This is an optimization exercise on Yosys and OpenROAD, whose aim is a short achievable clock period and few clock cycles, not a production implementation.
Function was checked by simulation only, so behaviour that the tests miss may differ from the original.
Power is estimated from default activity; no workload was simulated.

==> design/flow/config.mk <==
export PLATFORM = sky130hd
export DESIGN_NAME = cpu
export DESIGN_NICKNAME = cpu
export VERILOG_FILES = /design/flow/design.v
export SDC_FILE = /design/flow/constraint.sdc
export NUM_CORES = 8
export LEC_CHECK = 0
export ABC_CLOCK_PERIOD_IN_PS = 4000
export CAP_MARGIN = 20
export CORE_MARGIN = 2
export CORE_UTILIZATION = 40
export SETUP_SLACK_MARGIN = 5.0
export SLEW_MARGIN = 20
export SYNTH_HIERARCHICAL = 1
==> design/flow/constraint.sdc <==
create_clock -name core_clock -period 14.0 [get_ports {clk}]
set_input_delay 2.8000 -clock core_clock [delete_from_list [all_inputs] [get_ports {clk}]]
set_output_delay 2.8000 -clock core_clock [all_outputs]
set_load 0.01 [all_outputs]
==> design/flow/design.v <==
module cpu (
    input  [31:0] pc_rtvec,
    output [13:0] itcm_ram_addr,
    input  [31:0] itcm_ram_dout,
    output        dtcm_ram_we,
    output [13:0] dtcm_ram_addr,
    output [31:0] dtcm_ram_din,
    output [3:0]  dtcm_ram_wem,
    input  [31:0] dtcm_ram_dout,
    input         clk,
    input         rst_n
);
reg         boot;                
reg  [31:0] fpc;                 
reg         fv;                  
reg  [13:0] fa;                  
reg         f2v;
reg  [31:0] f2pc;
reg         f2pt;                
reg  [31:2] f2tgt;               
reg         q0v, q1v, q2v;
reg  [31:0] q0i, q1i, q2i;
reg  [31:0] q0pc, q1pc, q2pc;
reg         q0pt, q1pt, q2pt;
reg  [31:2] q0tgt, q1tgt, q2tgt;
reg  [31:1] q0s1, q0s2;          
reg         r_fix;
reg  [31:0] r_fixpc;
reg         e_v;
reg  [4:0]  e_rd;
reg         e_wen;
reg         e_ld, e_st, e_br, e_jal, e_jalr, e_pre_sel, e_imm_sel;
reg         e_sub, e_sra;
reg         e_add;               
reg  [2:0]  e_f3;
reg  [31:0] e_a, e_b, e_imm, e_pre;
reg         e_am, e_bm;          
reg  [31:0] e_tgt, e_link;
reg         e_pt;
reg  [31:2] e_ptgt;
reg  [15:0] e_addr;
reg  [3:0]  e_wem;
reg  [31:2] e_pc;
reg  [5:0]  e_s;                 
reg  [6:0]  e_f;                 
reg         e_sfb;               
reg         e_kill;              
reg         k_pend;              
reg  [31:0] e_fixpc;
reg         dc_we;
reg  [13:0] dc_addr;
reg  [3:0]  dc_wem;
reg  [31:0] dc_din;
reg         m_wen;
reg  [4:0]  m_rd;
reg  [31:0] m_res;
reg         m_ld;
reg  [1:0]  m_off;
reg  [2:0]  m_f3;
reg         m_jv;                
reg         m_pt;
reg  [31:2] m_ptgt;
reg         m_bv;                
reg  [31:2] m_bpc;
reg  [31:2] m_btgt;
reg  [31:2] m_jtgt;
reg         m_isjr;
reg         m_btk;
reg         m_bjmp;
reg         w_wen;
reg  [4:0]  w_rd;
reg  [31:0] w_val;
reg  [31:0] rf [1:31];
reg         bt_v   [0:15];
reg  [31:6] bt_tag [0:15];
reg  [31:2] bt_tgt [0:15];
reg  [1:0]  bt_ctr [0:15];
reg         bt_jmp [0:15];
wire [3:0]  fidx  = fpc[5:2];
wire        bhit  = bt_v[fidx] && (bt_tag[fidx] == fpc[31:6]);
wire        btk   = bhit && (bt_jmp[fidx] || bt_ctr[fidx][1]);
wire [31:2] fseq;
ks_inc30 u_fseq (.a(fpc[31:2]), .s(fseq));
wire [31:2] fpred = btk ? bt_tgt[fidx] : fseq;
assign itcm_ram_addr = fa;
wire [31:0] ld_w  = dtcm_ram_dout;
wire [15:0] ld_h  = m_off[1] ? ld_w[31:16] : ld_w[15:0];
wire [7:0]  ld_b  = m_off[0] ? ld_h[15:8] : ld_h[7:0];
reg  [31:0] ld_val;
always @(*) begin
    case (m_f3)
        3'b000:  ld_val = {{24{ld_b[7]}}, ld_b};
        3'b001:  ld_val = {{16{ld_h[15]}}, ld_h};
        3'b100:  ld_val = {24'd0, ld_b};
        3'b101:  ld_val = {16'd0, ld_h};
        default: ld_val = ld_w;
    endcase
end
wire [31:0] m_val = m_ld ? ld_val : m_res;
wire m_jflush = m_jv & ~(m_pt & (m_ptgt == m_jtgt));
wire [31:0] ir  = q0i;
wire [4:0]  opc = ir[6:2];
wire [4:0]  rd  = ir[11:7];
wire [2:0]  f3  = ir[14:12];
wire [4:0]  rs1 = ir[19:15];
wire [4:0]  rs2 = ir[24:20];
wire d_lui   = (opc == 5'b01101);
wire d_auipc = (opc == 5'b00101);
wire d_jal   = (opc == 5'b11011);
wire d_jalr  = (opc == 5'b11001);
wire d_br    = (opc == 5'b11000);
wire d_ld    = (opc == 5'b00000);
wire d_st    = (opc == 5'b01000);
wire d_opi   = (opc == 5'b00100);
wire d_op    = (opc == 5'b01100);
wire [31:0] imm_i = {{20{ir[31]}}, ir[31:20]};
wire [31:0] imm_s = {{20{ir[31]}}, ir[31:25], ir[11:7]};
wire [31:0] imm_b = {{19{ir[31]}}, ir[31], ir[7], ir[30:25], ir[11:8], 1'b0};
wire [31:0] imm_u = {ir[31:12], 12'b0};
wire [31:0] imm_j = {{11{ir[31]}}, ir[31], ir[19:12], ir[20], ir[30:21], 1'b0};
wire d_use1 = d_jalr | d_br | d_ld | d_st | d_opi | d_op;
wire d_use2 = d_br | d_st | d_op;
wire d_wen  = (d_lui | d_auipc | d_jal | d_jalr | d_ld | d_opi | d_op) & (rd != 5'd0);
reg  [31:0] rf1, rf2;
integer r;
always @(*) begin
    rf1 = 32'd0;
    rf2 = 32'd0;
    for (r = 1; r < 32; r = r + 1) begin
        rf1 = rf1 | ({32{q0s1[r]}} & rf[r]);
        rf2 = rf2 | ({32{q0s2[r]}} & rf[r]);
    end
end
wire e_live = e_v & ~e_kill;
wire e_hit1 = e_live & e_wen & (e_rd == rs1);
wire e_hit2 = e_live & e_wen & (e_rd == rs2);
wire m_hit1 = m_wen & (m_rd == rs1);
wire m_hit2 = m_wen & (m_rd == rs2);
wire w_hit1 = w_wen & (w_rd == rs1);
wire w_hit2 = w_wen & (w_rd == rs2);
wire [31:0] d_rw1 = w_hit1 ? w_val : rf1;
wire [31:0] d_rw2 = w_hit2 ? w_val : rf2;
wire [31:0] d_a   = m_hit1 ? m_val : d_rw1;            
wire [31:0] d_b   = m_hit2 ? m_val : d_rw2;
wire [15:0] d_ab  = m_hit1 ? m_res[15:0] : d_rw1[15:0];  
wire lu_stall  = e_v & e_ld & ((d_use1 & e_hit1) | (d_use2 & e_hit2));
wire agu_stall = (d_ld | d_st) & ((e_hit1 & ~e_add) | (m_hit1 & m_ld));
wire ls_stall  = d_ld & e_v & e_st;          
wire jr_stall  = e_v & e_jalr;               
wire d_stall   = lu_stall | agu_stall | ls_stall | jr_stall;
wire [31:0] d_off  = d_jal ? imm_j : d_br ? imm_b : imm_u;
wire [31:0] d_tgt;
ks_add32 u_dtgt (.a(q0pc), .b(d_off), .ci(1'b0), .s(d_tgt));
wire [31:2] d_link_h;
ks_inc30 u_dlink (.a(q0pc[31:2]), .s(d_link_h));
wire [31:0] d_link = {d_link_h, q0pc[1:0]};
wire        d_fixj = d_jal & ~q0pt;          
wire        d_sfb  = d_br & ~q0pt & (ir[31:25] == 7'd0) & (ir[11:7] == 5'b01000);
wire [5:0]  d_bsel = {6{d_br}} & {f3 == 3'b111, f3 == 3'b110, f3 == 3'b101,
                                  f3 == 3'b100, f3 == 3'b001, f3 == 3'b000};
wire [31:0] x_a  = e_am ? m_res : e_a;
wire [31:0] x_b  = e_bm ? m_res : e_b;
wire [31:0] x_o2 = e_imm_sel ? e_imm : x_b;
wire [15:0] d_imm   = d_st ? imm_s[15:0] : imm_i[15:0];
wire [15:0] d_addr0;
ks_add16 u_dadd0 (.a(d_ab), .b(d_imm), .s(d_addr0));
wire [15:0] f_a     = x_a[15:0];
wire [15:0] f_b     = x_o2[15:0];
wire [15:0] f_s     = f_a ^ f_b ^ d_imm;
wire [15:0] f_c     = (f_a & f_b) | (f_a & d_imm) | (f_b & d_imm);
wire [15:0] d_addr1;
ks_add16 u_dadd1 (.a(f_s), .b({f_c[14:0], 1'b0}), .s(d_addr1));
wire        d_fuse  = e_hit1 & e_add;
wire [15:0] d_addr  = d_fuse ? d_addr1 : d_addr0;
reg  [3:0]  d_wem;
always @(*) begin
    case (f3[1:0])
        2'b00:   d_wem = 4'b0001 << d_addr[1:0];
        2'b01:   d_wem = d_addr[1] ? 4'b1100 : 4'b0011;
        default: d_wem = 4'b1111;
    endcase
end
wire [31:0] x_sum;
ks_add32 u_xsum (.a(x_a), .b(e_sub ? ~x_o2 : x_o2), .ci(e_sub), .s(x_sum));
wire [2:0]  x_c;                          
cmp32m u_xc (.a(x_a), .b(x_o2), .c(x_c));
wire        x_ltu = x_c[1];
wire        x_lt  = x_c[0];
wire [2:0]  x_bc;                         
cmp32m u_xbc (.a(x_a), .b(x_b), .c(x_bc));
wire        b_eq  = x_bc[2];
wire        b_ltu = x_bc[1];
wire        b_lt  = x_bc[0];
wire [4:0]  x_sh  = x_o2[4:0];
wire [31:0] x_sll = x_a << x_sh;
wire [31:0] x_srl = x_a >> x_sh;
wire [31:0] x_sra = x_srl | ~({32{x_a[31]}} >> x_sh) & {32{x_a[31]}};
reg  [31:0] x_alu;
always @(*) begin
    case (e_f3)
        3'b000: x_alu = x_sum;
        3'b001: x_alu = x_sll;
        3'b010: x_alu = {31'd0, x_lt};
        3'b011: x_alu = {31'd0, x_ltu};
        3'b100: x_alu = x_a ^ x_o2;
        3'b101: x_alu = e_sra ? x_sra : x_srl;
        3'b110: x_alu = x_a | x_o2;
        default: x_alu = x_a & x_o2;
    endcase
end
wire [31:0] x_res = e_pre_sel ? e_pre : x_alu;
wire x_tk = (e_s[0] & b_eq) | (e_s[1] & ~b_eq) | (e_s[2] & b_lt) |
            (e_s[3] & ~b_lt) | (e_s[4] & b_ltu) | (e_s[5] & ~b_ltu);
wire x_flush = (e_f[0] & b_eq) | (e_f[1] & ~b_eq) | (e_f[2] & b_lt) |
               (e_f[3] & ~b_lt) | (e_f[4] & b_ltu) | (e_f[5] & ~b_ltu) | e_f[6];
wire [31:0] x_sd = (e_f3[1:0] == 2'b00) ? {4{x_b[7:0]}} :
                   (e_f3[1:0] == 2'b01) ? {2{x_b[15:0]}} : x_b;
assign dtcm_ram_we   = dc_we;
assign dtcm_ram_addr = dc_addr;
assign dtcm_ram_wem  = dc_wem;
assign dtcm_ram_din  = dc_din;
wire flush   = x_flush | m_jflush | r_fix;       
wire d_go    = q0v & ~d_stall & ~flush;          
wire consume = q0v & ~d_stall;                   
wire d_ld_en = ~d_stall;                         
wire [1:0] occ_now = {1'b0, q0v} + {1'b0, q1v} + {1'b0, q2v};
wire [2:0] occ_in  = {1'b0, occ_now} + {2'b0, f2v} + {2'b0, fv};
wire ok0 = (occ_in <= 3'd2);
wire ok1 = (occ_in <= 3'd3);
wire fv_nxt = boot | flush | (consume ? ok1 : ok0);
wire [31:0] q_in_i  = (d_ld_en & q1v) ? q1i : itcm_ram_dout;
reg  [31:1] s1_nxt, s2_nxt;
always @(*) begin
    for (r = 1; r < 32; r = r + 1) begin
        s1_nxt[r] = (q_in_i[19:15] == r);
        s2_nxt[r] = (q_in_i[24:20] == r);
    end
end
always @(posedge clk or negedge rst_n) begin
    if (!rst_n) begin
        boot  <= 1'b1;
        fv    <= 1'b0;
        f2v   <= 1'b0;
        q0v   <= 1'b0;
        q1v   <= 1'b0;
        q2v   <= 1'b0;
        r_fix <= 1'b0;
    end else begin
        boot  <= 1'b0;
        r_fix <= d_go & d_fixj & ~kill_now;
        if (boot | flush) begin
            fv  <= 1'b1;
            f2v <= 1'b0;
            q0v <= 1'b0;
            q1v <= 1'b0;
            q2v <= 1'b0;
        end else begin
            fv  <= fv_nxt;
            f2v <= fv;
            if (consume) begin
                q0v <= q1v | f2v;
                q1v <= q2v | (q1v & f2v);
                q2v <= q2v & f2v;
            end else begin
                q0v <= q0v | f2v;
                q1v <= q1v | (q0v & f2v);
                q2v <= q2v | (q1v & f2v);
            end
        end
    end
end
reg [31:0] fpc_upd;
always @(*) begin
    if (m_jflush)
        fpc_upd = {m_jtgt, 2'b00};
    else if (boot)
        fpc_upd = pc_rtvec;
    else if (r_fix)
        fpc_upd = r_fixpc;
    else
        fpc_upd = {fpred, 2'b00};
end
wire fpc_en  = m_jflush | boot | r_fix | fv;
wire fv_nxt0 = boot | m_jflush | r_fix | (consume ? ok1 : ok0);
always @(posedge clk) begin
    if (x_flush)
        fpc <= e_fixpc;
    else if (fpc_en)
        fpc <= fpc_upd;
    if (x_flush)
        fa <= e_fixpc[15:2];
    else
        fa <= (fpc_en | ~fv_nxt0) ? fpc_upd[15:2] : fpc[15:2];
    r_fixpc <= d_tgt;
    f2pc  <= fpc;
    f2pt  <= btk;
    f2tgt <= bt_tgt[fidx];
    if (d_ld_en) begin
        if (q1v) begin q0i <= q1i; q0pc <= q1pc; q0pt <= q1pt; q0tgt <= q1tgt; end
        else     begin q0i <= itcm_ram_dout; q0pc <= f2pc; q0pt <= f2pt; q0tgt <= f2tgt; end
        q0s1 <= s1_nxt;
        q0s2 <= s2_nxt;
        if (q2v) begin q1i <= q2i; q1pc <= q2pc; q1pt <= q2pt; q1tgt <= q2tgt; end
        else     begin q1i <= itcm_ram_dout; q1pc <= f2pc; q1pt <= f2pt; q1tgt <= f2tgt; end
        q2i <= itcm_ram_dout; q2pc <= f2pc; q2pt <= f2pt; q2tgt <= f2tgt;
    end else begin
        if (!q0v) begin
            q0i <= itcm_ram_dout; q0pc <= f2pc; q0pt <= f2pt; q0tgt <= f2tgt;
            q0s1 <= s1_nxt;
            q0s2 <= s2_nxt;
        end
        if (!q1v) begin q1i <= itcm_ram_dout; q1pc <= f2pc; q1pt <= f2pt; q1tgt <= f2tgt; end
        if (!q2v) begin q2i <= itcm_ram_dout; q2pc <= f2pc; q2pt <= f2pt; q2tgt <= f2tgt; end
    end
end
wire kill_now = k_pend | (e_v & e_sfb & x_tk);
always @(posedge clk or negedge rst_n) begin
    if (!rst_n) begin
        e_v    <= 1'b0;
        e_kill <= 1'b0;
        e_sfb  <= 1'b0;
        k_pend <= 1'b0;
    end else begin
        e_kill <= d_go & kill_now;
        e_sfb  <= d_go & d_sfb & ~kill_now;
        k_pend <= kill_now & ~d_go & ~flush;
        e_v   <= d_go;
    end
end
always @(posedge clk) begin
    begin
        e_rd      <= rd;
        e_wen     <= d_wen;
        e_ld      <= d_ld;
        e_st      <= d_st;
        e_br      <= d_br;
        e_jal     <= d_jal;
        e_jalr    <= d_jalr;
        e_fixpc   <= q0pt ? d_link : d_tgt;
        e_pre_sel <= d_lui | d_auipc | d_jal | d_jalr;
        e_imm_sel <= ~(d_op | d_br);
        e_sub     <= d_op & ir[30] & (f3 == 3'b000);
        e_add     <= ((d_op & ~ir[30]) | d_opi) & (f3 == 3'b000);
        e_sra     <= ir[30];
        e_f3      <= f3;
        e_a       <= d_a;
        e_b       <= d_b;
        e_imm     <= imm_i;
        e_pre     <= d_lui ? imm_u : d_auipc ? d_tgt : d_link;
        e_am      <= e_hit1;
        e_bm      <= e_hit2;
        e_tgt     <= d_tgt;
        e_link    <= d_link;
        e_pt      <= q0pt | d_fixj;
        e_ptgt    <= d_fixj ? d_tgt[31:2] : q0tgt;
        e_addr    <= d_addr;
        e_wem     <= d_wem;
        e_pc      <= q0pc[31:2];
    end
    e_s <= d_bsel;
    e_f <= {d_go & q0pt & (kill_now | ~(d_jal | d_br | d_jalr)),
            {6{d_go & ~kill_now & ~d_sfb}} &
            (q0pt ? {d_bsel[4], d_bsel[5], d_bsel[2], d_bsel[3], d_bsel[0], d_bsel[1]} : d_bsel)};
    if (e_v & e_st)
        dc_addr <= e_addr[15:2];
    else
        dc_addr <= d_addr[15:2];
    dc_wem <= e_wem;
    dc_we  <= e_live & e_st;     
    dc_din <= x_sd;
end
always @(posedge clk or negedge rst_n) begin
    if (!rst_n) begin
        m_wen <= 1'b0;
        w_wen <= 1'b0;
        m_jv  <= 1'b0;
        m_bv  <= 1'b0;
    end else begin
        m_wen <= e_live & e_wen;
        w_wen <= m_wen;
        m_jv  <= e_live & e_jalr;
        m_bv  <= e_live & (e_br | e_jal | e_jalr);
    end
end
always @(posedge clk) begin
    m_rd   <= e_rd;
    m_res  <= x_res;
    m_ld   <= e_ld;
    m_off  <= e_addr[1:0];
    m_f3   <= e_f3;
    m_pt   <= e_pt;
    m_ptgt <= e_ptgt;
    m_bpc  <= e_pc;
    m_btgt <= e_tgt[31:2];
    m_jtgt <= x_sum[31:2];
    m_isjr <= e_jalr;
    m_btk  <= e_jal | e_jalr | x_tk;
    m_bjmp <= e_jal | e_jalr;
    w_rd   <= m_rd;
    w_val  <= m_val;
    if (w_wen) rf[w_rd] <= w_val;
end
wire [3:0] uidx = m_bpc[5:2];
wire       uhit = bt_v[uidx] && (bt_tag[uidx] == m_bpc[31:6]);
wire [1:0] uctr = bt_ctr[uidx];
reg        u_v, u_wtgt, u_jmp;
reg  [3:0] u_idx;
reg  [31:6] u_tag;
reg  [31:2] u_tgt;
reg  [1:0] u_ctr;
always @(posedge clk or negedge rst_n) begin
    if (!rst_n)
        u_v <= 1'b0;
    else
        u_v <= m_bv & (m_btk | uhit);
end
always @(posedge clk) begin
    u_idx  <= uidx;
    u_tag  <= m_bpc[31:6];
    u_tgt  <= m_isjr ? m_jtgt : m_btgt;
    u_jmp  <= m_bjmp;
    u_wtgt <= m_btk;
    if (m_bjmp)
        u_ctr <= 2'b11;
    else if (!uhit)
        u_ctr <= 2'b10;
    else if (m_btk)
        u_ctr <= (uctr == 2'b11) ? 2'b11 : uctr + 2'd1;
    else
        u_ctr <= (uctr == 2'b00) ? 2'b00 : uctr - 2'd1;
end
integer k;
always @(posedge clk or negedge rst_n) begin
    if (!rst_n) begin
        for (k = 0; k < 16; k = k + 1) bt_v[k] <= 1'b0;
    end else if (u_v) begin
        bt_v[u_idx] <= 1'b1;
    end
end
always @(posedge clk) begin
    if (u_v) begin
        bt_ctr[u_idx] <= u_ctr;
        bt_jmp[u_idx] <= u_jmp;
        if (u_wtgt) begin
            bt_tag[u_idx] <= u_tag;
            bt_tgt[u_idx] <= u_tgt;
        end
    end
end
endmodule
module ks_add32 (input [31:0] a, input [31:0] b, input ci, output [31:0] s);
function [31:0] add32;
    input [31:0] x, y;
    input        ci;
    reg   [31:0] g, p, t;
    integer i, d;
    begin
        g = x & y;
        p = x ^ y;
        t = p;
        g[0] = g[0] | (p[0] & ci);
        for (d = 1; d < 32; d = d * 2) begin
            for (i = 31; i >= d; i = i - 1) begin
                g[i] = g[i] | (t[i] & g[i-d]);
                t[i] = t[i] & t[i-d];
            end
        end
        add32 = p ^ {g[30:0], ci};
    end
endfunction
function [15:0] add16;
    input [15:0] x, y;
    reg   [15:0] g, p, t;
    integer i, d;
    begin
        g = x & y;
        p = x ^ y;
        t = p;
        for (d = 1; d < 16; d = d * 2) begin
            for (i = 15; i >= d; i = i - 1) begin
                g[i] = g[i] | (t[i] & g[i-d]);
                t[i] = t[i] & t[i-d];
            end
        end
        add16 = p ^ {g[14:0], 1'b0};
    end
endfunction
function [29:0] inc30;
    input [29:0] x;
    reg   [29:0] t;
    integer i, d;
    begin
        t = x;
        for (d = 1; d < 30; d = d * 2) begin
            for (i = 29; i >= d; i = i - 1) begin
                t[i] = t[i] & t[i-d];
            end
        end
        inc30 = x ^ {t[28:0], 1'b1};
    end
endfunction
function [2:0] cmp32;
    input [31:0] x, y;
    reg   [30:0] l, e;
    reg          lu, ls, e31;
    integer i, d;
    begin
        l = ~x[30:0] & y[30:0];
        e = ~(x[30:0] ^ y[30:0]);
        for (d = 1; d < 31; d = d * 2) begin
            for (i = 30; i >= d; i = i - 1) begin
                l[i] = l[i] | (e[i] & l[i-d]);
                e[i] = e[i] & e[i-d];
            end
        end
        e31 = ~(x[31] ^ y[31]);
        lu  = (~x[31] & y[31]) | (e31 & l[30]);
        ls  = (x[31] & ~y[31]) | (e31 & l[30]);
        cmp32 = {e31 & e[30], lu, ls};
    end
endfunction
assign s = add32(a, b, ci);
endmodule
module ks_add16 (input [15:0] a, input [15:0] b, output [15:0] s);
function [31:0] add32;
    input [31:0] x, y;
    input        ci;
    reg   [31:0] g, p, t;
    integer i, d;
    begin
        g = x & y;
        p = x ^ y;
        t = p;
        g[0] = g[0] | (p[0] & ci);
        for (d = 1; d < 32; d = d * 2) begin
            for (i = 31; i >= d; i = i - 1) begin
                g[i] = g[i] | (t[i] & g[i-d]);
                t[i] = t[i] & t[i-d];
            end
        end
        add32 = p ^ {g[30:0], ci};
    end
endfunction
function [15:0] add16;
    input [15:0] x, y;
    reg   [15:0] g, p, t;
    integer i, d;
    begin
        g = x & y;
        p = x ^ y;
        t = p;
        for (d = 1; d < 16; d = d * 2) begin
            for (i = 15; i >= d; i = i - 1) begin
                g[i] = g[i] | (t[i] & g[i-d]);
                t[i] = t[i] & t[i-d];
            end
        end
        add16 = p ^ {g[14:0], 1'b0};
    end
endfunction
function [29:0] inc30;
    input [29:0] x;
    reg   [29:0] t;
    integer i, d;
    begin
        t = x;
        for (d = 1; d < 30; d = d * 2) begin
            for (i = 29; i >= d; i = i - 1) begin
                t[i] = t[i] & t[i-d];
            end
        end
        inc30 = x ^ {t[28:0], 1'b1};
    end
endfunction
function [2:0] cmp32;
    input [31:0] x, y;
    reg   [30:0] l, e;
    reg          lu, ls, e31;
    integer i, d;
    begin
        l = ~x[30:0] & y[30:0];
        e = ~(x[30:0] ^ y[30:0]);
        for (d = 1; d < 31; d = d * 2) begin
            for (i = 30; i >= d; i = i - 1) begin
                l[i] = l[i] | (e[i] & l[i-d]);
                e[i] = e[i] & e[i-d];
            end
        end
        e31 = ~(x[31] ^ y[31]);
        lu  = (~x[31] & y[31]) | (e31 & l[30]);
        ls  = (x[31] & ~y[31]) | (e31 & l[30]);
        cmp32 = {e31 & e[30], lu, ls};
    end
endfunction
assign s = add16(a, b);
endmodule
module ks_inc30 (input [29:0] a, output [29:0] s);
function [31:0] add32;
    input [31:0] x, y;
    input        ci;
    reg   [31:0] g, p, t;
    integer i, d;
    begin
        g = x & y;
        p = x ^ y;
        t = p;
        g[0] = g[0] | (p[0] & ci);
        for (d = 1; d < 32; d = d * 2) begin
            for (i = 31; i >= d; i = i - 1) begin
                g[i] = g[i] | (t[i] & g[i-d]);
                t[i] = t[i] & t[i-d];
            end
        end
        add32 = p ^ {g[30:0], ci};
    end
endfunction
function [15:0] add16;
    input [15:0] x, y;
    reg   [15:0] g, p, t;
    integer i, d;
    begin
        g = x & y;
        p = x ^ y;
        t = p;
        for (d = 1; d < 16; d = d * 2) begin
            for (i = 15; i >= d; i = i - 1) begin
                g[i] = g[i] | (t[i] & g[i-d]);
                t[i] = t[i] & t[i-d];
            end
        end
        add16 = p ^ {g[14:0], 1'b0};
    end
endfunction
function [29:0] inc30;
    input [29:0] x;
    reg   [29:0] t;
    integer i, d;
    begin
        t = x;
        for (d = 1; d < 30; d = d * 2) begin
            for (i = 29; i >= d; i = i - 1) begin
                t[i] = t[i] & t[i-d];
            end
        end
        inc30 = x ^ {t[28:0], 1'b1};
    end
endfunction
function [2:0] cmp32;
    input [31:0] x, y;
    reg   [30:0] l, e;
    reg          lu, ls, e31;
    integer i, d;
    begin
        l = ~x[30:0] & y[30:0];
        e = ~(x[30:0] ^ y[30:0]);
        for (d = 1; d < 31; d = d * 2) begin
            for (i = 30; i >= d; i = i - 1) begin
                l[i] = l[i] | (e[i] & l[i-d]);
                e[i] = e[i] & e[i-d];
            end
        end
        e31 = ~(x[31] ^ y[31]);
        lu  = (~x[31] & y[31]) | (e31 & l[30]);
        ls  = (x[31] & ~y[31]) | (e31 & l[30]);
        cmp32 = {e31 & e[30], lu, ls};
    end
endfunction
assign s = inc30(a);
endmodule
module cmp32m (input [31:0] a, input [31:0] b, output [2:0] c);
function [31:0] add32;
    input [31:0] x, y;
    input        ci;
    reg   [31:0] g, p, t;
    integer i, d;
    begin
        g = x & y;
        p = x ^ y;
        t = p;
        g[0] = g[0] | (p[0] & ci);
        for (d = 1; d < 32; d = d * 2) begin
            for (i = 31; i >= d; i = i - 1) begin
                g[i] = g[i] | (t[i] & g[i-d]);
                t[i] = t[i] & t[i-d];
            end
        end
        add32 = p ^ {g[30:0], ci};
    end
endfunction
function [15:0] add16;
    input [15:0] x, y;
    reg   [15:0] g, p, t;
    integer i, d;
    begin
        g = x & y;
        p = x ^ y;
        t = p;
        for (d = 1; d < 16; d = d * 2) begin
            for (i = 15; i >= d; i = i - 1) begin
                g[i] = g[i] | (t[i] & g[i-d]);
                t[i] = t[i] & t[i-d];
            end
        end
        add16 = p ^ {g[14:0], 1'b0};
    end
endfunction
function [29:0] inc30;
    input [29:0] x;
    reg   [29:0] t;
    integer i, d;
    begin
        t = x;
        for (d = 1; d < 30; d = d * 2) begin
            for (i = 29; i >= d; i = i - 1) begin
                t[i] = t[i] & t[i-d];
            end
        end
        inc30 = x ^ {t[28:0], 1'b1};
    end
endfunction
function [2:0] cmp32;
    input [31:0] x, y;
    reg   [30:0] l, e;
    reg          lu, ls, e31;
    integer i, d;
    begin
        l = ~x[30:0] & y[30:0];
        e = ~(x[30:0] ^ y[30:0]);
        for (d = 1; d < 31; d = d * 2) begin
            for (i = 30; i >= d; i = i - 1) begin
                l[i] = l[i] | (e[i] & l[i-d]);
                e[i] = e[i] & e[i-d];
            end
        end
        e31 = ~(x[31] ^ y[31]);
        lu  = (~x[31] & y[31]) | (e31 & l[30]);
        ls  = (x[31] & ~y[31]) | (e31 & l[30]);
        cmp32 = {e31 & e[30], lu, ls};
    end
endfunction
assign c = cmp32(a, b);
endmodule
==> design/flow/flow/run.sh <==
#!/bin/bash
set -euo pipefail
bash standard.sh SETUP_SLACK_MARGIN=10.5 finish > standard_flow.log 2>&1
==> design/flow/standard.sh <==
#!/bin/bash
# synth_recipe.tcl (not shown) runs the flow's synth.tcl, then flattens the netlist and writes it again
# the make line also repeats each setting of config.mk as NAME=value (left out here)
make -C /OpenROAD-flow-scripts/flow DESIGN_CONFIG=/design/flow/config.mk WORK_HOME=/design/flow/orfs CLKGATE_MAP_FILE= SYNTH_SCRIPT=/design/flow/synth_recipe.tcl "${@:-finish}"
==> results of run 1 <==
-- timing repair --
item / CTS / global route
gates cloned: 61 / 7
buffers inserted: 445 / 141
resized for setup: 1623 / 390
setup endpoints to repair: 966 / 693
pin swaps: 337 / 245
-- worst paths after layout --
path | start | endpoint | cells after the start
min in group asynchronous | rst_n | fv | 2
min | e_pc[17] | m_bpc[17] | 0
max in group asynchronous | rst_n | m_bv | 2
max reg2reg | e_am | fa[5] | 18
min reg2reg | e_pc[17] | m_bpc[17] | 0
max | e_am | fa[5] | 18
-- stage by stage --
stage	setup WS, ns	hold slack, ns	utilization (%)	power [uW]
after floorplan	9.69	0.310	-	14300
after global placement	8.12	0.311	42.5	16400
after detailed placement	7.98	0.312	42.5	16400
after CTS	9.70	0.301	49.1	26100
after global routing	9.64	0.303	50.1	27200
final	9.68	0.281	50.1	26600
-- worst max-delay path, delay by kind of cell, from the launching register on --
| family | cells | cell delay [ns] |
|---|---|---|
| multiplexers | 2 | 0.58 |
| AO/OA/AOI/OAI | 6 | 1.40 |
| adder cells (fa/ha/maj) | 1 | 0.19 |
| buffers and inverters | 6 | 1.00 |
| AND/OR/NAND/NOR | 3 | 0.54 |
| flip-flops | 1 | 0.45 |
-- per-layer routing --
layer | vias up | global-route usage (%)
met1 | 50356 | 42.1
met2 | 8615 | 46.8
met3 | 2134 | 11.0
met4 | 12 | 19.0
met5 | - | 0
li1 | 39557 | -
-- area by class of cell --
type                            count  area, um^2  share of cell area [%]
Antenna cell                       26        65.1                  0.0394
Clock buffer                      450        9300                    5.63
Clock inverter                    143        1390                   0.844
Inverter                          245        1040                   0.627
Multi-Input combinational cell   5663       54200                    32.8
Sequential cell                  3027       82200                    49.7
Tap cell                         4366        5460                    3.31
Timing Repair Buffer             1031       11500                    6.99
-- registers in the layout (all words and copies together) (netlist names), 31 cells and up, named ones only --
name and flops:
e_pre 32, rf 992, bt_tag 416, m_res 32, q0s2 31, q0pc 32
f2pc 32, e_fixpc 32, q1pc 32, e_a 32, fpc 32, e_b 32
bt_tgt 480, w_val 32, bt_ctr 32, r_fixpc 32, q0s1 31, q2pc 32
dc_din 32
-- power by group through the flow --
stage,Sequential [uW],Clock (uW),Combinational (uW)
after floorplan,11500,0,2860
after global placement,12000,0,4380
after detailed placement,12000,0,4410
after CTS,11900,8740,5460
after global routing,12000,9090,6110
final,12000,8710,5910
-- placed cells by master (no fill, tap or decap), types with 100 or more instances in the layout --
cell type and instances:
a21oi_1 184, a221oi_1 261, a22o_1 264, a22oi_1 415, buf_4 542, buf_6 199
clkbuf_16 351, dfxtp_1 789, edfxtp_1 2123, ha_1 158, inv_1 200, mux2_2 316
mux2i_1 210, mux4_2 385, nand2_1 365, nand3_1 161, nand4_1 193, nor2_1 432
nor3_1 100, o211ai_1 169, o21ai_0 125, o21ai_1 113, o22ai_1 115, xnor2_1 136
==> out/results.txt, run 1 <==
status: complete, no violations
uppermost layer routed: met5
post-route ant nets: 0
TritonCTS buffer count: 321
clk sinks: 3027
Port Buffers: 160
maximum clock frequency: 0.231 GHz
initial core utilization: 40.1%
WL final: 562000 um
routed via count: 100674
total congestion overflow: 0
fin cells: 14951
CTS tree: done
CTS Buffer Depth: 4
Root Buffer: clkbuf_16
placed cell areas: 0.140 mm^2
initial antenna violation count: 44
switching portion of total power: 30.7%
peak supply drop: 0.124 mV
unrepaired setup endpoints after global routing: yes
Max transition margin: 13.3%
num ports: 163
dpl hpwl: 311000 um
nets: 10635
WL met1: 204000 um
final hold viol count: 0
final slew viol count: 0
Avg Cell Area, Syn: 13.9 um^2
Worst Path Arrival: 5.11 ns
Fill cells: 27483
Seq pwr share: 45.0%
Leak: 0.0581 uW
Switch Pwr: 8150 uW
setup TNS: 0 ns
PD cells: 161 mW/mm^2
Crit Path Max Fanout: 8
power share of the clock group: 32.8%
crit path capture type: register
Clock Pin Slew Worst Setup and Hold Paths: 0.07 ns
Routed WL per cell: 37.6 um
number of global-route vias before repair: 96464
period utilization: 30.9%
gpl congestion: 0.979
min Tclk post-route: 4.32 ns
H-tree Lvls: 5
Residual DRC: 0
largest net degree at the start of global routing: 150
Slowest-stage cell, CP: dfxtp_4
DR pass1 iterations: 13
crit path launch type: register
wire length on met2: 236000 um
first-pass GRT wire length: 761000 um
max_cap viols: 0
Setup CP Type: register to register
Worst path most repeated cell: buf_12
worst-margin pin slew: 1.29 ns
Int Pwr: 18400 uW
DRT iter0 DRCs: 18774
die span in x: 580 um
row count: 211
Tightest Hold Check Type: register to register
Final Cell Area: 0.165 mm^2
endpoints failing setup: 0
vias per std cell: 6.73
GRT Util Overall: 32.3%
Syn Inst Count: 9519
Post-Syn Area: 0.132 mm^2
CTS Hold Bufs: 0
Logic pwr share: 22.2%
die height: 580 um
Inst Count DP: 13674
Critical Path RT: 14.78 ns
layout cells sized above 1: 31.1%
Die ar.: 0.336 mm^2
FF-to-FF setup slack: 9.68 ns
core area: 0.330 mm^2
area delta synth->final: 24.7%
slowest cell delay on critical path: 0.45 ns
worst skew pair latency: 0.96 ns
metal3 WL: 80300 um
worst-path cell chain: buf_16 -> mux2i_4 -> clkinvlp_4 -> inv_2 -> ha_4 -> and2_4 -> a221o_1 -> a221oi_2 -> a21o_1 -> nand3b_1 -> buf_6 -> mux2i_2 -> and4b_2 -> buf_12 -> buf_12 -> o21ai_2 -> o21bai_4 -> o211ai_1
warnings from Yosys: 12
Worst Skew: 0.0816 ns
Testbench counts, summed over its fixed seeds: cycles 716,221.
==> run 2: changes to the inputs <==
--- a/design/flow/design.v
+++ b/design/flow/design.v
@@ -14,6 +14,8 @@
 reg  [31:0] fpc;                 
 reg         fv;                  
 reg  [13:0] fa;                  
+reg         xf_q;
+reg  [31:0] xf_pc;
 reg         f2v;
 reg  [31:0] f2pc;
 reg         f2pt;                
@@ -78,10 +80,12 @@
 reg         bt_jmp [0:15];
 wire [3:0]  fidx  = fpc[5:2];
 wire        bhit  = bt_v[fidx] && (bt_tag[fidx] == fpc[31:6]);
-wire        btk   = bhit && (bt_jmp[fidx] || bt_ctr[fidx][1]);
+wire        btk   = bhit && (bt_jmp[fidx] || bt_ctr[fidx][1]) && !xf_q;
 wire [31:2] fseq;
 ks_inc30 u_fseq (.a(fpc[31:2]), .s(fseq));
 wire [31:2] fpred = btk ? bt_tgt[fidx] : fseq;
+wire [31:2] xf_seq;
+ks_inc30 u_xfseq (.a(xf_pc[31:2]), .s(xf_seq));
 assign itcm_ram_addr = fa;
 wire [31:0] ld_w  = dtcm_ram_dout;
 wire [15:0] ld_h  = m_off[1] ? ld_w[31:16] : ld_w[15:0];
@@ -271,7 +275,9 @@
 end
 reg [31:0] fpc_upd;
 always @(*) begin
-    if (m_jflush)
+    if (xf_q)
+        fpc_upd = {xf_seq, 2'b00};
+    else if (m_jflush)
         fpc_upd = {m_jtgt, 2'b00};
     else if (boot)
         fpc_upd = pc_rtvec;
@@ -280,19 +286,19 @@
     else
         fpc_upd = {fpred, 2'b00};
 end
-wire fpc_en  = m_jflush | boot | r_fix | fv;
+wire fpc_en  = xf_q | m_jflush | boot | r_fix | fv;
 wire fv_nxt0 = boot | m_jflush | r_fix | (consume ? ok1 : ok0);
 always @(posedge clk) begin
-    if (x_flush)
-        fpc <= e_fixpc;
-    else if (fpc_en)
+    xf_q  <= x_flush;
+    xf_pc <= e_fixpc;
+    if (fpc_en)
         fpc <= fpc_upd;
     if (x_flush)
         fa <= e_fixpc[15:2];
     else
         fa <= (fpc_en | ~fv_nxt0) ? fpc_upd[15:2] : fpc[15:2];
     r_fixpc <= d_tgt;
-    f2pc  <= fpc;
+    f2pc  <= xf_q ? xf_pc : fpc;
     f2pt  <= btk;
     f2tgt <= bt_tgt[fidx];
     if (d_ld_en) begin
==> design/flow/flow/run.sh (replaced) <==
#!/bin/bash
set -euo pipefail
bash standard.sh SETUP_SLACK_MARGIN=11.5 finish > standard_flow.log 2>&1
==> run 2 against run 1 <==
- sequential share of layout area fell by 3.5 points
- sequential power barely moved
- total power rose by 5.2%
- synthesized area rose by 1.2%
- fmax barely moved
- die area rose by 1.2%
- clock power rose by 3.1%
- cell count rose by 6.0%
==> out/results.txt, run 2 <==
status: complete, no violations
slowest cell delay on critical path: 0.42 ns
setup TNS: 0 ns
largest registers: rf: 992 flops, bt_tgt: 480 flops, bt_tag: 416 flops
TritonCTS buffer count: 329
Crit. path cell count: 1
number of global-route vias before repair: 102308
Critical Path RT: 11.20 ns
Avg Cell Area, Syn: 13.6 um^2
routed via count: 109011
die span in x: 583 um
worst skew pair latency: 0.99 ns
max reg flops: 992
core area: 0.334 mm^2
CP Buf/Inv Count: 1
Residual DRC: 0
post-route ant nets: 0
worst-path cell chain: buf_6
final slew viol count: 0
Int Pwr: 19200 uW
Inst Count DP: 14052
most frequent cells in the layout: edfxtp_1, dfxtp_1, buf_4
dpl hpwl: 336000 um
initial antenna violation count: 52
Logic pwr share: 24.1%
H-tree Lvls: 5
Max transition margin: 11.8%
Die ar.: 0.340 mm^2
Routed WL per cell: 39.3 um
Root Buffer: clkbuf_16
worst-margin pin slew: 1.31 ns
Crit path max-delay family: flip-flops
fin cells: 15849
Seq pwr share: 43.8%
Fill cells: 26363
Reg2Reg Depth: 17
Switch Pwr: 8760 uW
initial core utilization: 40.2%
row count: 212
commonest non-fill, non-tap cell in the layout: edfxtp_1
largest net degree at the start of global routing: 80
switching portion of total power: 31.4%
hold path cells: 0
Setup CP Type: register to output port
WL final: 623000 um
area delta synth->final: 33.7%
max_cap viols: 0
final hold viol count: 0
Leak: 0.0647 uW
peak supply drop: 0.150 mV
crit path capture type: output port
nets: 11501
Slowest-stage cell, CP: dfxtp_4
endpoints failing setup: 0
num ports: 163
Tightest Hold Check Type: register to register
Worst Skew: 0.0856 ns
power share of the clock group: 32.1%
Clock Pin Slew Worst Setup and Hold Paths: 0.06 ns
final core occ: 53.8%
maximum clock frequency: 0.231 GHz
first-pass GRT wire length: 830000 um
CTS Hold Bufs: 0
Syn Inst Count: 9867
unrepaired setup endpoints after global routing: yes
period utilization: 30.9%
Port Buffers: 160
die height: 583 um
vias per std cell: 6.88
CTS tree: done
CTS Buffer Depth: 4
Post-Syn Area: 0.134 mm^2
clk sinks: 3060
warnings from Yosys: 12
GRT Util Overall: 34.9%
crit path launch type: register
total congestion overflow: 0
gpl congestion: 0.980
layout cells sized above 1: 37.0%
DR pass1 iterations: 14
min Tclk post-route: 4.33 ns
DRT iter0 DRCs: 21552
Worst Path Arrival: 1.53 ns
Crit Path Max Fanout: 1
Largest Register: rf
PD cells: 156 mW/mm^2
run 2: changes by cell type in the layout (fill, tap and decap cells not counted), sizes merged, moves of 23 or more:
cell / delta
buf: +482
nand2: +280
mux2: -91
xnor2: +58
mux2i: -52
inv: +37
o21ai: -34
dfxtp: +33
o211ai: -32
nor3: +31
nand4: +29
a21oi: +24
and2: +24
o221ai: +23
run 2: metal layers:
metal | GRT usage [%] | vias up | part of all wire (%)
li1 | - | 41631 | -
met1 | 45.4 | 54241 | 36
met2 | 48.9 | 10395 | 41
met3 | 14.2 | 2703 | 16
met4 | 19.9 | 41 | 7.7
met5 | 0.326 | - | 0.10
run 2: cell type report:
cell class                      count  area, um^2  area share, %
Antenna cell                       32        80.1         0.0446
Clock buffer                      436        9140           5.10
Clock inverter                    171        1870           1.04
Inverter                          285        1270          0.709
Multi-Input combinational cell   5966       59100           33.0
Sequential cell                  3060       82900           46.2
Tap cell                         4387        5490           3.06
Timing Repair Buffer             1509       19500           10.8
Timing Repair inverter              3        32.5         0.0181
run 2: worst paths after layout:
check                      startpoint               end  slack (ns)
hold / removal             e_ptgt[12]        m_ptgt[12]        0.32
hold reg to reg            e_ptgt[12]        m_ptgt[12]        0.32
max in group asynchronous       rst_n             w_wen       11.71
setup reg to reg                 e_bm         m_res[30]        9.68
min in group asynchronous       rst_n               u_v        1.82
setup / recovery                fa[8]  itcm_ram_addr[8]        9.67
run 2: metrics by stage:
stage / hold slack, ns / instance area, um^2 / total power [uW] / setup WS (ns)
after global routing: 0.315 / 179000 / 28500 / 9.66
after detailed placement: 0.312 / 143000 / 16700 / 8.00
after global placement: 0.311 / 143000 / 16700 / 8.05
final: 0.321 / 179000 / 27900 / 9.67
after CTS: 0.319 / 174000 / 27100 / 9.65
after floorplan: 0.310 / 137000 / 14600 / 9.69
run 2: power by group through the flow:
stage	clock (uW)	sequential, uW	combinational (uW)
after floorplan	0	11700	2980
after detailed placement	0	12300	4480
after global routing	9330	12300	6890
after CTS	8970	12100	6060
final	8980	12200	6720
after global placement	0	12200	4460
run 2: timing repair:
| action | 4_1_cts | 5_1_grt |
|---|---|---|
| pin swaps | 474 | 361 |
| endpoints found under the setup margin | 2347 | 1608 |
| gates resized for setup | 2399 | 602 |
| cloned | 191 | 16 |
| buffers inserted | 719 | 230 |
Testbench counts of run 2, summed over its fixed seeds: cycles 716,398.
==> run 3: changes to the inputs <==
--- a/design/flow/design.v
+++ b/design/flow/design.v
@@ -36,6 +36,9 @@
 reg         e_add;               
 reg  [2:0]  e_f3;
 reg  [31:0] e_a, e_b, e_imm, e_pre;
+reg  [31:0] e_o2, e_o2s;             
+reg         e_o2m;                   
+reg         e_sadd;                  
 reg         e_am, e_bm;          
 reg  [31:0] e_tgt, e_link;
 reg         e_pt;
@@ -164,7 +167,8 @@
                                   f3 == 3'b100, f3 == 3'b001, f3 == 3'b000};
 wire [31:0] x_a  = e_am ? m_res : e_a;
 wire [31:0] x_b  = e_bm ? m_res : e_b;
-wire [31:0] x_o2 = e_imm_sel ? e_imm : x_b;
+wire [31:0] x_o2  = e_o2m ? m_res : e_o2;
+wire [31:0] x_o2s = e_o2m ? (m_res ^ {32{e_sub}}) : e_o2s;
 wire [15:0] d_imm   = d_st ? imm_s[15:0] : imm_i[15:0];
 wire [15:0] d_addr0;
 ks_add16 u_dadd0 (.a(d_ab), .b(d_imm), .s(d_addr0));
@@ -185,16 +189,11 @@
     endcase
 end
 wire [31:0] x_sum;
-ks_add32 u_xsum (.a(x_a), .b(e_sub ? ~x_o2 : x_o2), .ci(e_sub), .s(x_sum));
+ks_add32 u_xsum (.a(x_a), .b(x_o2s), .ci(e_sub), .s(x_sum));
 wire [2:0]  x_c;                          
 cmp32m u_xc (.a(x_a), .b(x_o2), .c(x_c));
 wire        x_ltu = x_c[1];
 wire        x_lt  = x_c[0];
-wire [2:0]  x_bc;                         
-cmp32m u_xbc (.a(x_a), .b(x_b), .c(x_bc));
-wire        b_eq  = x_bc[2];
-wire        b_ltu = x_bc[1];
-wire        b_lt  = x_bc[0];
 wire [4:0]  x_sh  = x_o2[4:0];
 wire [31:0] x_sll = x_a << x_sh;
 wire [31:0] x_srl = x_a >> x_sh;
@@ -202,7 +201,7 @@
 reg  [31:0] x_alu;
 always @(*) begin
     case (e_f3)
-        3'b000: x_alu = x_sum;
+        3'b000: x_alu = x_sum;    
         3'b001: x_alu = x_sll;
         3'b010: x_alu = {31'd0, x_lt};
         3'b011: x_alu = {31'd0, x_ltu};
@@ -212,11 +211,14 @@
         default: x_alu = x_a & x_o2;
     endcase
 end
-wire [31:0] x_res = e_pre_sel ? e_pre : x_alu;
-wire x_tk = (e_s[0] & b_eq) | (e_s[1] & ~b_eq) | (e_s[2] & b_lt) |
-            (e_s[3] & ~b_lt) | (e_s[4] & b_ltu) | (e_s[5] & ~b_ltu);
-wire x_flush = (e_f[0] & b_eq) | (e_f[1] & ~b_eq) | (e_f[2] & b_lt) |
-               (e_f[3] & ~b_lt) | (e_f[4] & b_ltu) | (e_f[5] & ~b_ltu) | e_f[6];
+wire [31:0] x_oth = e_pre_sel ? e_pre : x_alu;
+wire [31:0] x_res;
+alusum u_xres (.a(x_a), .b(x_o2s), .ci(e_sub), .sadd(e_sadd), .oth(x_oth), .y(x_res));
+wire x_tk, x_flush, x_flush_f, x_tk_f;
+brunit u_br_ctl (.ea(e_a), .eb(e_b), .mres(m_res), .am(e_am), .bm(e_bm),
+                 .s(e_s), .f(e_f), .tk(x_tk), .fl(x_flush));
+brunit u_br_fa  (.ea(e_a), .eb(e_b), .mres(m_res), .am(e_am), .bm(e_bm),
+                 .s(e_s), .f(e_f), .tk(x_tk_f), .fl(x_flush_f));
 wire [31:0] x_sd = (e_f3[1:0] == 2'b00) ? {4{x_b[7:0]}} :
                    (e_f3[1:0] == 2'b01) ? {2{x_b[15:0]}} : x_b;
 assign dtcm_ram_we   = dc_we;
@@ -289,11 +291,11 @@
 wire fpc_en  = xf_q | m_jflush | boot | r_fix | fv;
 wire fv_nxt0 = boot | m_jflush | r_fix | (consume ? ok1 : ok0);
 always @(posedge clk) begin
-    xf_q  <= x_flush;
+    xf_q  <= x_flush_f;
     xf_pc <= e_fixpc;
     if (fpc_en)
         fpc <= fpc_upd;
-    if (x_flush)
+    if (x_flush_f)
         fa <= e_fixpc[15:2];
     else
         fa <= (fpc_en | ~fv_nxt0) ? fpc_upd[15:2] : fpc[15:2];
@@ -319,7 +321,7 @@
         if (!q2v) begin q2i <= itcm_ram_dout; q2pc <= f2pc; q2pt <= f2pt; q2tgt <= f2tgt; end
     end
 end
-wire kill_now = k_pend | (e_v & e_sfb & x_tk);
+wire kill_now = k_pend | (e_v & e_sfb & x_tk_f);
 always @(posedge clk or negedge rst_n) begin
     if (!rst_n) begin
         e_v    <= 1'b0;
@@ -352,6 +354,10 @@
         e_a       <= d_a;
         e_b       <= d_b;
         e_imm     <= imm_i;
+        e_o2      <= ~(d_op | d_br) ? imm_i : d_b;
+        e_o2s     <= ~(d_op | d_br) ? imm_i : ((d_op & ir[30] & (f3 == 3'b000)) ? ~d_b : d_b);
+        e_o2m     <= e_hit2 & (d_op | d_br);
+        e_sadd    <= ~(d_lui | d_auipc | d_jal | d_jalr) & (f3 == 3'b000);
         e_pre     <= d_lui ? imm_u : d_auipc ? d_tgt : d_link;
         e_am      <= e_hit1;
         e_bm      <= e_hit2;
@@ -746,3 +752,19 @@
 endfunction
 assign c = cmp32(a, b);
 endmodule
+module brunit (input [31:0] ea, input [31:0] eb, input [31:0] mres, input am, input bm,
+               input [5:0] s, input [6:0] f, output tk, output fl);
+wire [31:0] a = am ? mres : ea;
+wire [31:0] b = bm ? mres : eb;
+wire [2:0]  c;
+cmp32m u_c (.a(a), .b(b), .c(c));
+wire eq = c[2], ltu = c[1], lt = c[0];
+assign tk = (s[0] & eq) | (s[1] & ~eq) | (s[2] & lt) | (s[3] & ~lt) | (s[4] & ltu) | (s[5] & ~ltu);
+assign fl = (f[0] & eq) | (f[1] & ~eq) | (f[2] & lt) | (f[3] & ~lt) | (f[4] & ltu) | (f[5] & ~ltu) | f[6];
+endmodule
+module alusum (input [31:0] a, input [31:0] b, input ci, input sadd, input [31:0] oth,
+               output [31:0] y);
+wire [31:0] sum;
+ks_add32 u_a (.a(a), .b(b), .ci(ci), .s(sum));
+assign y = sadd ? sum : oth;
+endmodule
==> run 3 against run 2 <==
- still clean on timing, DRC and antenna
- sequential share of layout area decreased by 1.4 points
- core utilization decreased by 0.49 points
- fmax increased by 0.17%
- synthesized cell count increased by 6.5%
- sequential power increased by 4%
- clock power increased by 2%
- final area increased by 4.6%
- count of clock-buffer cells in the layout increased by 10
- register-to-register slack improved by 0.04 ns
- highest routed layer unchanged
==> out/results.txt, run 3 <==
Syn Inst Count: 10509
crit path capture type: output port
Port Buffers: 160
setup TNS: 0 ns
GRT Util Overall: 33.7%
Crit path max-delay family: flip-flops
layout cells sized above 1: 37.6%
die height: 599 um
initial antenna violation count: 53
Worst Skew: 0.0748 ns
Critical Path RT: 11.20 ns
H-tree Lvls: 5
Die ar.: 0.358 mm^2
first-pass GRT wire length: 848000 um
row count: 218
min Tclk post-route: 4.32 ns
routed via count: 110832
post-route ant nets: 0
clk sinks: 3114
Worst Path Arrival: 1.52 ns
Post-Syn Area: 0.141 mm^2
warnings from Yosys: 12
core area: 0.352 mm^2
peak supply drop: 0.123 mV
worst skew pair latency: 0.97 ns
DR pass1 iterations: 13
fin cells: 16808
worst-path cell chain: buf_6
Max transition margin: 10.2%
CTS tree: done
largest net degree at the start of global routing: 67
Setup CP Type: register to output port
slowest cell delay on critical path: 0.43 ns
TritonCTS buffer count: 329
Avg Cell Area, Syn: 13.5 um^2
maximum clock frequency: 0.232 GHz
Root Buffer: clkbuf_16
Leak: 0.0684 uW
worst-margin pin slew: 1.34 ns
die span in x: 599 um
gpl congestion: 0.953
total congestion overflow: 0
largest registers: rf: 992 flops, bt_tgt: 480 flops, bt_tag: 416 flops
vias per std cell: 6.59
Tightest Hold Check Type: register to register
Inst Count DP: 14995
final slew viol count: 0
WL final: 632000 um
Residual DRC: 0
most frequent cells in the layout: edfxtp_1, dfxtp_1, buf_4
period utilization: 30.8%
crit path launch type: register
CP Buf/Inv Count: 1
final hold viol count: 0
max reg flops: 992
num ports: 163
PD cells: 155 mW/mm^2
number of global-route vias before repair: 106476
CTS Buffer Depth: 4
unrepaired setup endpoints after global routing: yes
DRT iter0 DRCs: 19723
endpoints failing setup: 0
Largest Register: rf
commonest non-fill, non-tap cell in the layout: edfxtp_1
initial core utilization: 40.1%
Routed WL per cell: 37.6 um
dpl hpwl: 346000 um
status: complete, no violations
CTS Hold Bufs: 0
Clock Pin Slew Worst Setup and Hold Paths: 0.07 ns
Crit Path Max Fanout: 1
nets: 12201
Slowest-stage cell, CP: dfxtp_4
area delta synth->final: 32.7%
max_cap viols: 0
## run 3: cell types whose count changed in the layout (fill, tap and decap cells not counted), moves of 43 or more
cell     change
a21oi_1     +89
buf_6       +83
inv_2       +43
mux2_4     +197
mux2i_1    +104
nand2_1    -143
nor2_1     +114
## run 3: final timing paths
check	from	end	slack (ns)	cells after the start
worst max-delay path	fa[13]	itcm_ram_addr[13]	9.68	1
worst min-delay path	e_ptgt[13]	m_ptgt[13]	0.28	0
worst max register to register	e_am	e_f[5]	9.72	23
worst min register to register	e_ptgt[13]	m_ptgt[13]	0.28	0
max in group asynchronous	rst_n	w_wen	11.66	1
min in group asynchronous	rst_n	bt_v[3]	1.83	1
## run 3: final cells by class
cell class	instances	area, um^2
fill	27908	165000
sequential	3114	84100
multi-input combinational	6467	64700
timing repair buffer	1558	20400
clock buffer	446	9360
tap	4730	5920
clock inverter	154	1790
inverter	319	1310
antenna	20	50.0
## run 3: metrics by stage
step	util (%)	total power (uW)	hold slack [ns]	cell area (um^2)	setup slack [ns]
floorplan	-	15400	0.310	144000	9.32
global placement	42.7	17600	0.310	150000	7.48
detailed placement	42.7	17700	0.312	151000	7.45
CTS	51.6	28300	0.295	182000	9.68
global route	53.3	29800	0.295	188000	9.58
finish	53.3	29200	0.276	188000	9.68
## run 3: timing repair
action,4_1_cts,5_1_grt
pin swaps,507,430
hold endpoints to repair,0,0
setup buffers,764,247
resized for setup,2388,706
setup endpoints to repair,2438,1614
gates cloned,161,21
## run 3: where the power goes
group | internal, uW | switching [uW]
logic | 3520 | 3810
clock network | 5300 | 3840
registers | 11200 | 1510
total | 20000 | 9160
## run 3: routing by layer
metal	track usage (%)	part of all wire, %	vias up
met5	0	0.027	-
met4	23.9	9.3	16
met3	9.94	12	2795
met2	50.9	43	8899
met1	41.3	35	55190
li1	-	-	43932
## run 3: worst reg2reg max path: cells and delay by family, from the launching register on
kind                     cells  cell delay [ns]
AND/OR/NAND/NOR              8             1.51
adder cells (fa/ha/maj)      1             0.13
flip-flops                   1             0.36
AO/OA/AOI/OAI                2             0.41
buffers and inverters       10             1.26
multiplexers                 2             0.51
Testbench counts of run 3, summed over its fixed seeds: cycles 716,398.

[port drivers added, routing unchanged]
The results above use ideal ports. As a check the final layouts listed here were re-extracted and re-timed, cells and wires unchanged. Step 1 (the two cells are an assumption about what drives the block):
set clk [get_ports {clk}]
set_driving_cell -lib_cell sky130_fd_sc_hd__clkbuf_16 $clk
set_driving_cell -lib_cell sky130_fd_sc_hd__buf_2 [delete_from_list [all_inputs] $clk]
Step 2 times the ports against the registers' clock, not the clock port: input delays grow and output delays shrink by t, the midpoint of the rising clock arrivals with the driver on. Slacks: ideal ports / drivers / drivers and shift; pairs: ideal ports / drivers.
| run | t, ns | setup slack, ns | worst data-port slew with drivers (ns) |
|---|---|---|---|
| run 1 | 1.037 | 9.676 / 9.567 / 9.177 | 0.20 |
| run 2 | 1.063 | 9.674 / 9.553 / 9.032 | 0.25 |
| run 3 | 1.043 | 9.682 / 9.576 / 8.812 | 0.33 |
After both steps every run listed still meets setup and hold. The setup slack of run 3, which loses most, moves by -0.106 ns with the drivers and by -0.870 ns with both steps.
